Source: an optimization exercise on an open RTL-to-GDS flow (aim: a short achievable clock period and few clock cycles). Production flows keep margins and buffers that such runs may drop. Function was checked by simulation only, so behaviour that the tests miss may differ from the original. The flow treats the clock pin as an ideal source. Dropping or thinning the clock tree relies on that and would not hold on a real chip.

Setup of main:
==> flow/design.v <==
`timescale 1ns/1ns
module reduction
#(
    parameter SOURCE_WIDTH = 640,
    parameter SOURCE_HEIGHT = 480,
    parameter SOURCE_DATA_WIDTH = 1,
    parameter SOURCE_ADDR_WIDTH = 19,
    parameter DEST_ADDR_WIDTH = 17,
    parameter DEST_DATA_WIDTH = 1
)
(
    input clk,
    input resetn,
    input go,
    input [SOURCE_DATA_WIDTH-1:0] source_data,
    output reg [SOURCE_ADDR_WIDTH-1:0] source_addr,
    output reg [DEST_ADDR_WIDTH-1:0] dest_addr,
    output reg [DEST_DATA_WIDTH-1:0] dest_data,
    output reg dest_write_enable,
    output reg done
);
    localparam AW = SOURCE_ADDR_WIDTH;
    localparam DW = DEST_ADDR_WIDTH;
    localparam BOXES_PER_ROW = SOURCE_WIDTH / 2;
    localparam NBOX = (SOURCE_WIDTH * SOURCE_HEIGHT) / 4;
    reg started;
    reg          v0, v1, v2;
    reg [1:0]    k0, k1, k2;
    reg [AW-1:0] s0, s1, s2;
    reg [AW-1:0] t0, t1, t2;
    reg [DW-1:0] d0, d1, d2;
    reg [AW-1:0] ca2;        
    reg          dq;         
    reg [AW-1:0] ns, nt;     
    reg [AW-1:0] rs, rt;     
    reg [DW-1:0] nd;
    reg [8:0]    col;
    reg          lastcol, lastbox, exhausted;
    wire fin   = ~v2 | ~dq | (k2 == 2'd3);
    wire alloc = fin & started & ~exhausted;
    always @(posedge clk) begin
        if (!resetn)
            started <= 1'b0;
        else if (go)
            started <= 1'b1;
    end
    always @(posedge clk) begin
        v1 <= v0; k1 <= k0; s1 <= s0; t1 <= t0; d1 <= d0;
        v2 <= v1; k2 <= k1; s2 <= s1; t2 <= t1; d2 <= d1;
        ca2 <= (k1[0] ? s1 : t1) | {{(AW-1){1'b0}}, ~k1[1]};
        dq <= source_data[0];
        if (fin) begin
            v0 <= alloc;
            k0 <= 2'd0;
            s0 <= ns;
            t0 <= nt;
            d0 <= nd;
            source_addr <= ns;
        end else begin
            v0 <= 1'b1;
            k0 <= k2 + 2'd1;
            s0 <= s2;
            t0 <= t2;
            d0 <= d2;
            source_addr <= ca2;
        end
        dest_addr <= d2;
        dest_data <= dq;
        dest_write_enable <= v2 & (~dq | (k2 == 2'd3));
        if (!resetn) begin
            v0 <= 1'b0;
            v1 <= 1'b0;
            v2 <= 1'b0;
            dest_write_enable <= 1'b0;
        end
    end
    always @(posedge clk) begin
        if (!started) begin
            ns <= 0;
            nt <= SOURCE_WIDTH;
            rs <= 2 * SOURCE_WIDTH;
            rt <= 3 * SOURCE_WIDTH;
            nd <= 0;
            col <= 0;
            lastcol <= 1'b0;
            lastbox <= 1'b0;
            exhausted <= 1'b0;
        end else if (alloc) begin
            nd <= nd + 1'b1;
            if (lastcol) begin
                ns <= rs;
                nt <= rt;
                rs <= rs + 2 * SOURCE_WIDTH;
                rt <= rt + 2 * SOURCE_WIDTH;
                col <= 0;
                lastcol <= 1'b0;
            end else begin
                ns <= ns + 2'd2;
                nt <= nt + 2'd2;
                col <= col + 1'b1;
                lastcol <= (col == BOXES_PER_ROW - 2);
            end
            lastbox <= (nd == NBOX - 2);
            exhausted <= lastbox;
        end
    end
    always @(posedge clk) begin
        if (!resetn)
            done <= 1'b0;
        else if (started & exhausted & ~v0 & ~v1 & ~v2)
            done <= 1'b1;
    end
endmodule
export LEC_CHECK = 0
export ABC_CLOCK_PERIOD_IN_PS = 10000
export CAP_MARGIN = 20
export CORE_MARGIN = 2
export CORE_UTILIZATION = 40
export PLACE_DENSITY = 0.6
export SLEW_MARGIN = 20
create_clock -name core_clock -period 13.0 [get_ports {clk}]
standard.sh (not shown) runs the stock make flow with config.mk's settings and CLKGATE_MAP_FILE= SYNTH_SCRIPT=/design/flow/synth_recipe.tcl, a recipe that flattens the netlist after the stock synthesis.
==> flow/flow/run.sh <==
#!/bin/bash
# Standard synthesis and placement; a hand-built two-level clock tree with
# timing repair aiming for a wide setup margin (flow/cts.tcl) in place of
# ORFS's CTS step; then ORFS's routing and finishing with the same margin.
# The design's clock and constraints are unchanged.
set -euo pipefail
MARGIN=9.8
bash standard.sh synth > synth.log 2>&1
bash standard.sh place > place.log 2>&1
export RESULTS=$PWD/orfs/results/sky130hd/reduction/base
export FLOWDIR=$PWD/flow
export MARGIN CTS_NTOP=4 CTS_NLEAF=16 CTS_LEAF_BUF=sky130_fd_sc_hd__clkbuf_16
export DONT_USE="sky130_fd_sc_hd__probe_p_8 sky130_fd_sc_hd__probec_p_8 sky130_fd_sc_hd__lpflow_*"
openroad -no_init -exit flow/cts.tcl > cts.log 2>&1
bash standard.sh SETUP_SLACK_MARGIN=$MARGIN finish > finish.log 2>&1
==> flow/flow/cts.tcl <==
# Clock tree and timing repair in place of ORFS's CTS step: reads the placed
# design, builds a two-level clock tree by hand (mcts.tcl), repairs setup
# with a wide margin and then hold, and writes ORFS's 4_1_cts.odb and 4_cts.sdc.
set P $::env(FLOW_HOME)/platforms/sky130hd
set R $::env(RESULTS)
read_lef $P/lef/sky130_fd_sc_hd.tlef
read_lef $P/lef/sky130_fd_sc_hd_merged.lef
read_liberty $P/lib/sky130_fd_sc_hd__tt_025C_1v80.lib
read_db $R/3_place.odb
read_sdc $R/3_place.sdc
source $P/setRC.tcl
set_dont_use $::env(DONT_USE)

source $::env(FLOWDIR)/mcts.tcl
manual_cts $::env(CTS_NTOP) $::env(CTS_NLEAF) sky130_fd_sc_hd__clkbuf_16 $::env(CTS_LEAF_BUF)
detailed_placement
set_propagated_clock [all_clocks]
estimate_parasitics -placement
report_clock_latency
report_checks -path_delay max -format full_clock_expanded

repair_timing -setup -setup_margin $::env(MARGIN) -repair_tns 100 -verbose
detailed_placement
estimate_parasitics -placement
repair_timing -hold -hold_margin 0.05 -verbose
detailed_placement
check_placement -verbose
estimate_parasitics -placement
report_clock_latency
report_checks -path_delay max -format full_clock_expanded
report_checks -path_delay max -group_path_count 5
report_checks -path_delay min

write_db $R/4_1_cts.odb
write_sdc $R/4_cts.sdc
==> flow/flow/mcts.tcl <==
# Manual two-level clock tree: the clock port drives NTOP clock buffers,
# each drives some of NLEAF leaf clock buffers, and each leaf buffer feeds
# one cluster of registers (balanced k-means on positions). Every register
# sees the same two buffer stages.
proc mcts_cluster {pts nk} {
  # pts: list of {x y}; returns {assignment centres}
  set n [llength $pts]
  set cap [expr {int(ceil(double($n)/$nk))}]
  set sorted [lsort -real -index 0 $pts]
  set cx {}; set cy {}
  for {set k 0} {$k < $nk} {incr k} {
    set s [lindex $sorted [expr {int(($k+0.5)*$n/$nk)}]]
    lappend cx [lindex $s 0]; lappend cy [lindex $s 1]
  }
  for {set iter 0} {$iter < 40} {incr iter} {
    set pairs {}
    set i 0
    foreach s $pts {
      for {set k 0} {$k < $nk} {incr k} {
        set dx [expr {[lindex $s 0]-[lindex $cx $k]}]
        set dy [expr {[lindex $s 1]-[lindex $cy $k]}]
        lappend pairs [list $i $k [expr {$dx*$dx+$dy*$dy}]]
      }
      incr i
    }
    set pairs [lsort -real -index 2 $pairs]
    array unset asg; array unset cnt
    for {set k 0} {$k < $nk} {incr k} {set cnt($k) 0; set sx($k) 0.0; set sy($k) 0.0}
    foreach p $pairs {
      lassign $p i k d
      if {[info exists asg($i)]} continue
      if {$cnt($k) >= $cap} continue
      set asg($i) $k; incr cnt($k)
    }
    for {set i 0} {$i < $n} {incr i} {
      set k $asg($i)
      set sx($k) [expr {$sx($k)+[lindex $pts $i 0]}]
      set sy($k) [expr {$sy($k)+[lindex $pts $i 1]}]
    }
    set cx {}; set cy {}
    for {set k 0} {$k < $nk} {incr k} {
      lappend cx [expr {$sx($k)/max(1,$cnt($k))}]
      lappend cy [expr {$sy($k)/max(1,$cnt($k))}]
    }
  }
  set a {}
  for {set i 0} {$i < $n} {incr i} {lappend a $asg($i)}
  return [list $a $cx $cy]
}

proc mcts_buffer {block master name innet x y} {
  set inst [odb::dbInst_create $block $master $name]
  set net [odb::dbNet_create $block "${name}_net"]
  $net setSigType CLOCK
  [$inst findITerm A] connect $innet
  [$inst findITerm X] connect $net
  set w [[$inst getMaster] getWidth]
  set h [[$inst getMaster] getHeight]
  $inst setLocation [expr {int($x - $w/2)}] [expr {int($y - $h/2)}]
  $inst setPlacementStatus PLACED
  return $net
}

proc manual_cts {ntop nleaf top_master_name leaf_master_name} {
  set block [ord::get_db_block]
  set db [ord::get_db]
  set tmaster [$db findMaster $top_master_name]
  set lmaster [$db findMaster $leaf_master_name]
  set clknet [$block findNet clk]
  set sinks {}
  set pts {}
  foreach it [$clknet getITerms] {
    set bb [[$it getInst] getBBox]
    lappend sinks $it
    lappend pts [list [expr {([$bb xMin]+[$bb xMax])/2.0}] [expr {([$bb yMin]+[$bb yMax])/2.0}]]
  }
  lassign [mcts_cluster $pts $nleaf] lasg lcx lcy
  set lpts {}
  for {set k 0} {$k < $nleaf} {incr k} {lappend lpts [list [lindex $lcx $k] [lindex $lcy $k]]}
  lassign [mcts_cluster $lpts $ntop] tasg tcx tcy
  for {set t 0} {$t < $ntop} {incr t} {
    set tnet($t) [mcts_buffer $block $tmaster "clkbuf_top_$t" $clknet [lindex $tcx $t] [lindex $tcy $t]]
  }
  for {set k 0} {$k < $nleaf} {incr k} {
    set lnet($k) [mcts_buffer $block $lmaster "clkbuf_leaf_$k" $tnet([lindex $tasg $k]) [lindex $lcx $k] [lindex $lcy $k]]
  }
  set i 0
  foreach it $sinks {
    $it disconnect
    $it connect $lnet([lindex $lasg $i])
    incr i
  }
  puts "manual_cts: [llength $sinks] sinks, $nleaf leaf and $ntop top buffers"
}
Testbench counts of main, summed over its fixed seeds: cycles 561,903.
Inputs modified between main and the feature branch:
-- flow/flow/run.sh --
<<< main, line 6
set -euo pipefail
MARGIN=9.8
bash standard.sh synth > synth.log 2>&1
>>> the feature branch, line 6
set -euo pipefail
MARGIN=9.9
bash standard.sh synth > synth.log 2>&1
<<< main, line 11
export FLOWDIR=$PWD/flow
export MARGIN CTS_NTOP=4 CTS_NLEAF=16 CTS_LEAF_BUF=sky130_fd_sc_hd__clkbuf_16
export DONT_USE="sky130_fd_sc_hd__probe_p_8 sky130_fd_sc_hd__probec_p_8 sky130_fd_sc_hd__lpflow_*"
>>> the feature branch, line 11
export FLOWDIR=$PWD/flow
export MARGIN CTS_NTOP=4 CTS_NLEAF=24 CTS_TOP_BUF=sky130_fd_sc_hd__clkinv_16 CTS_LEAF_BUF=sky130_fd_sc_hd__clkinv_8
export DONT_USE="sky130_fd_sc_hd__probe_p_8 sky130_fd_sc_hd__probec_p_8 sky130_fd_sc_hd__lpflow_*"
-- flow/flow/cts.tcl --
<<< main, line 14
source $::env(FLOWDIR)/mcts.tcl
manual_cts $::env(CTS_NTOP) $::env(CTS_NLEAF) sky130_fd_sc_hd__clkbuf_16 $::env(CTS_LEAF_BUF)
detailed_placement
>>> the feature branch, line 14
source $::env(FLOWDIR)/mcts.tcl
manual_cts $::env(CTS_NTOP) $::env(CTS_NLEAF) $::env(CTS_TOP_BUF) $::env(CTS_LEAF_BUF)
detailed_placement
-- flow/flow/mcts.tcl --
<<< main, line 1
# Manual two-level clock tree: the clock port drives NTOP clock buffers,
# each drives some of NLEAF leaf clock buffers, and each leaf buffer feeds
>>> the feature branch, line 1
# Manual two-level clock tree: the clock port drives NTOP clock buffers (or inverters),
# each drives some of NLEAF leaf clock buffers, and each leaf buffer feeds
<<< main, line 55
  [$inst findITerm A] connect $innet
  [$inst findITerm X] connect $net
  set w [[$inst getMaster] getWidth]
>>> the feature branch, line 55
  [$inst findITerm A] connect $innet
  foreach it [$inst getITerms] {
    if {[$it isOutputSignal]} { $it connect $net }
  }
  set w [[$inst getMaster] getWidth]
### Flow results
- In the reports for the feature branch and main, the larger total detailed-routing wirelength belongs to the feature branch.
- Status: core utilization parity (the feature branch, main)
- Compared to main, the feature branch has area added between synthesis and finish 0.23 points higher.
- On global-route usage: between the feature branch and main, it ends up higher for the feature branch.
- The worst setup slack in the feature branch sits 0.14 ns above the value recorded for main.
- Delta (the feature branch minus main): number of synthesized flops with an enable pin did not really move, worst hold slack roughly the same, delay of the slowest cell on the worst path ~0 delta, final critical-path required period has decreased.
- sky130_fd_sc_hd__dfxtp_2 as the slowest cell on the critical path was reported by main, and sky130_fd_sc_hd__dfxtp_1 by the feature branch.
No run of this note takes its clock network from TritonCTS; it comes from the design's own scripts or RTL.

[separate check: timing with driven ports]
The results above use ideal ports. As a check the final layouts listed here were re-extracted and re-timed, cells and wires unchanged. Step 1, drivers: a clkbuf_16 drives clk and a buf_2 each remaining input, both assumed. Step 2 times the ports against the registers' clock, not the clock port: input delays grow and output delays shrink by t, the midpoint of the rising clock arrivals with the driver on. Three values: no drivers, after step 1, after step 2; two values: the first two.
| run | t (ns) | slack for setup (ns) | hold WS [ns] | worst register clock-pin slew, ns | worst data-port slew with drivers (ns) |
|---|---|---|---|---|---|
| main | 0.398 | 9.652 / 9.554 / 9.730 | 0.316 / 0.316 / 0.316 | 0.09 / 0.09 | 0.03 |
| the feature branch | 0.419 | 9.794 / 9.555 / 9.713 | 0.317 / 0.318 / 0.318 | 0.07 / 0.07 | 0.03 |
After both steps every run listed still meets setup and hold. The setup slack of the feature branch, which loses most, moves by -0.239 ns with the drivers and by -0.081 ns with both steps.
